This is an optimization exercise on Yosys and OpenROAD, whose aim is small area, not a production implementation. The RTL was checked by simulation tests, not by an equivalence proof against the original design. Power and IR drop assume default switching activity.

// risc_v_cpu_optimized
module risc_v_cpu_optimized #(
    parameter DATA_WIDTH = 32,
    parameter ADDR_WIDTH = 32,
    parameter REG_FILE_ADDR_WIDTH = 5
) (
    input  wire                      clk,
    input  wire                      rst_n,
    output wire [ADDR_WIDTH-1:0]     imem_addr,
    output wire                      imem_req,
    input  wire [DATA_WIDTH-1:0]     imem_data,
    input  wire                      imem_ready,
    output wire [ADDR_WIDTH-1:0]     dmem_addr,
    output wire [DATA_WIDTH-1:0]     dmem_wdata,
    output wire [3:0]                dmem_wstrb,
    output wire                      dmem_req,
    output wire                      dmem_we,
    input  wire [DATA_WIDTH-1:0]     dmem_rdata,
    input  wire                      dmem_ready,
    output wire [31:0]               cycle_count,
    output wire [31:0]               instr_count,
    output wire [31:0]               stall_count,
    output wire [31:0]               branch_count,
    output wire [31:0]               branch_taken_count
);
clock: 13.0 ns
lec_check: 0
cap_margin: 20
core_margin: 2
core_utilization: 60
setup_slack_margin: 0.2
slew_margin: 20
synth_hierarchical: 1
standard.sh (not shown) runs the stock make flow with config.mk's settings and CLKGATE_MAP_FILE= SYNTH_SCRIPT=/design/flow/synth_recipe.tcl, a recipe that flattens the netlist after the stock synthesis.
==> flow/flow/run.sh <==
#!/bin/bash
# Standard layout (the standard.sh: the standard synthesis and ORFS flow)
# with these changes:
#  - input/output ports are buffered with buf_1 instead of the resizer's
#    default pick;
#  - the clock tree uses clkbuf_4 buffers with explicit sink clusters and
#    no dummy loads.
set -euo pipefail
export BUFFER_PORTS_ARGS="-buffer_cell sky130_fd_sc_hd__buf_1"
export CTS_ARGS="-sink_clustering_enable -repair_clock_nets -dont_use_dummy_load -buf_list sky130_fd_sc_hd__clkbuf_4 -sink_clustering_size 10 -sink_clustering_max_diameter 45"
bash standard.sh > standard.log 2>&1
Next try:
--- a/flow/design.v
+++ b/flow/design.v
@@ -158,54 +158,16 @@
             c_and4 ubp (.a(p[4*k]), .b(p[4*k+1]), .c(p[4*k+2]), .d(p[4*k+3]), .y(bp));
             c_a21o ut1 (.a1(p[4*k+1]), .a2(g[4*k]),   .b1(g[4*k+1]), .y(t1));
             c_a21o ut2 (.a1(p[4*k+2]), .a2(t1),       .b1(g[4*k+2]), .y(t2));
             c_a21o ubg (.a1(p[4*k+3]), .a2(t2),       .b1(g[4*k+3]), .y(bg));
             c_a21o ubc (.a1(bp),       .a2(bc[k]),    .b1(bg),       .y(bc[k+1]));
         end
     end endgenerate
 endmodule
-module add_ripple_nc #(parameter N = 32) (
-    input  wire [N-1:0] x,
-    input  wire [N-1:0] y,
-    output wire [N-1:0] s
-);
-    wire [N:0] c;
-    genvar i;
-    generate for (i = 0; i < N; i = i + 1) begin : b
-        wire p, g;
-        c_xor2 up (.a(x[i]), .b(y[i]), .y(p));
-        if (i == 0) begin : f
-            assign s[i] = p;
-            c_and2 ug (.a(x[i]), .b(y[i]), .y(c[i+1]));
-        end else begin : r
-            if (i < N - 1) begin : cc
-                c_and2 ug (.a(x[i]), .b(y[i]), .y(g));
-                c_a21o uc (.a1(p), .a2(c[i]), .b1(g), .y(c[i+1]));
-            end
-            c_xor2 us (.a(p), .b(c[i]), .y(s[i]));
-        end
-    end endgenerate
-endmodule
-module inc1_ripple #(parameter N = 32) (
-    input  wire [N-1:0] q,
-    output wire [N-1:0] s
-);
-    wire [N:0] c;
-    genvar i;
-    c_inv u0 (.a(q[0]), .y(s[0]));
-    assign c[1] = q[0];
-    generate for (i = 1; i < N; i = i + 1) begin : b
-        if (i == N - 1) begin : top
-            c_xor2 ux (.a(q[i]), .b(c[i]), .y(s[i]));
-        end else begin : h
-            c_ha u (.a(q[i]), .b(c[i]), .s(s[i]), .co(c[i+1]));
-        end
-    end endgenerate
-endmodule
 module inc_ripple #(parameter N = 32) (
     input  wire [N-1:0] q,
     input  wire         inc,
     output wire [N-1:0] s
 );
     wire [N:0] c;
     assign c[0] = inc;
     genvar i;
@@ -388,18 +350,20 @@
             c_xor2 ux (.a(lnk[gi]), .b(imm[gi]), .y(tx[gi]));
             c_and2 uy (.a(lnk[gi]), .b(imm[gi]), .y(ty[gi+1]));
         end else begin : hi
             c_xnor2 ux (.a(lnk[gi]), .b(imm[gi]), .y(tx[gi]));
             c_or2   uy (.a(lnk[gi]), .b(imm[gi]), .y(ty[gi+1]));
         end
     end endgenerate
     wire [31:0] target;
+    wire [31:1] tp_unused, tg_unused;
     assign target[0] = tx[0];
-    add_ripple_nc #(31) tadd (.x(tx[31:1]), .y(ty[31:1]), .s(target[31:1]));
+    add_ripple #(31) tadd (.x(tx[31:1]), .y(ty[31:1]), .cin(1'b0),
+                           .s(target[31:1]), .p(tp_unused), .g(tg_unused));
     assign dmem_addr  = sum;
     assign dmem_wdata = rs2_data;
     assign dmem_req   = id_m & id_v;
     assign dmem_we    = id_k[0];
     wire [1:0] ba = sum[1:0];
     reg  [3:0] wstrb;
     always @(*) begin
         case (f3)
@@ -428,22 +392,23 @@
     wire e_shr  = c_alu & (f3[1:0] == 2'b01) & f3[2];
     wire e_shl  = c_alu & (f3[1:0] == 2'b01) & !f3[2];
     wire e_xo   = c_alu & f3[2] & !f3[0];                  
     wire e_ao   = c_alu & f3[2] & f3[1];                   
     wire e_slt  = c_alu & (f3[2:1] == 2'b01);
     wire slt_v  = f3[0] ? ltu : lt;
     generate for (gi = 0; gi < 32; gi = gi + 1) begin : wb
         wire n0, n1, n2;
+        wire lx;
         c_a222oi u0 (.a1(e_sum), .a2(sum[gi]), .b1(e_shr), .b2(shr[gi]),
                      .c1(e_shl), .c2(shr[31-gi]), .y(n0));
         c_a222oi u1 (.a1(c_jump), .a2(lnk[gi]), .b1(c_auipc), .b2(target[gi]),
                      .c1(e_xo), .c2(p[gi]), .y(n1));
         if (gi < 8) begin : b0
-            wire n3;
+            wire n3, n4;
             c_a222oi u2 (.a1(e_ao), .a2(g[gi]), .b1(e_l0), .b2(dmem_rdata[gi]),
                          .c1(e_l1), .c2(dmem_rdata[gi+8]), .y(n2));
             if (gi == 0) begin : s
                 c_a222oi u3 (.a1(e_l2), .a2(dmem_rdata[gi+16]), .b1(e_l3), .b2(dmem_rdata[gi+24]),
                              .c1(e_slt), .c2(slt_v), .y(n3));
             end else begin : ns
                 c_a22oi  u3 (.a1(e_l2), .a2(dmem_rdata[gi+16]), .b1(e_l3), .b2(dmem_rdata[gi+24]), .y(n3));
             end
@@ -494,17 +459,17 @@
             if_i <= {imem_data[31:12], f_rd};
             id_k <= if_k;
             id_i <= if_i;
         end
     end
     assign imem_addr = pc;
     assign imem_req  = fetch & rst_n;
     wire [31:0] cyc_n, ins_n, stl_n, brc_n, brt_n;
-    inc1_ripple #(32) ic0 (.q(cyc_q), .s(cyc_n));
+    inc_ripple #(32) ic0 (.q(cyc_q), .inc(1'b1),                      .s(cyc_n));
     inc_ripple #(32) ic1 (.q(ins_q), .inc(id_v & !stall_id),          .s(ins_n));
     inc_ripple #(32) ic2 (.q(stl_q), .inc(!imem_ready | stall_id),    .s(stl_n));
     inc_ripple #(32) ic3 (.q(brc_q), .inc(id_v & c_branch),           .s(brc_n));
     inc_ripple #(32) ic4 (.q(brt_q), .inc(brt_p),                     .s(brt_n));
     always @(posedge clk or negedge rst_n) begin
         if (!rst_n) begin
             cyc_q <= 32'h0;
             ins_q <= 32'h0;
Worst setup slack degrades by 0.28 ns.
Power grows slightly.
Synthesized cell count stays flat.
Wire length decreases slightly.
Design area stays flat.
Clock-buffer cell count is unchanged.
Non-clock buffer count falls by 10.
Clock skew grows by 0.020 ns.

re-timing with driven ports:
How much do the figures lean on ideal ports? The routed layouts below were timed once more, with nothing changed but the port constraints.
Step 1 assumes that a clkbuf_16 drives the clock port and a buf_2 every other input.
Step 2, shift: input delay + t, output delay - t, t = (earliest + latest rising clock arrival at the registers) / 2. This alone moves slack from input paths to output paths.
Slacks: ideal / step 1 / step 2; pairs: ideal / step 1.
run | t (ns) | setup slack, ns | worst setup path after step 2
the first run | 1.164 | 2.030 / 1.965 / 3.125 | input to register
the second run | 1.177 | 1.746 / 1.679 / 2.856 | register to output
After both steps setup and hold are still met in every run listed.
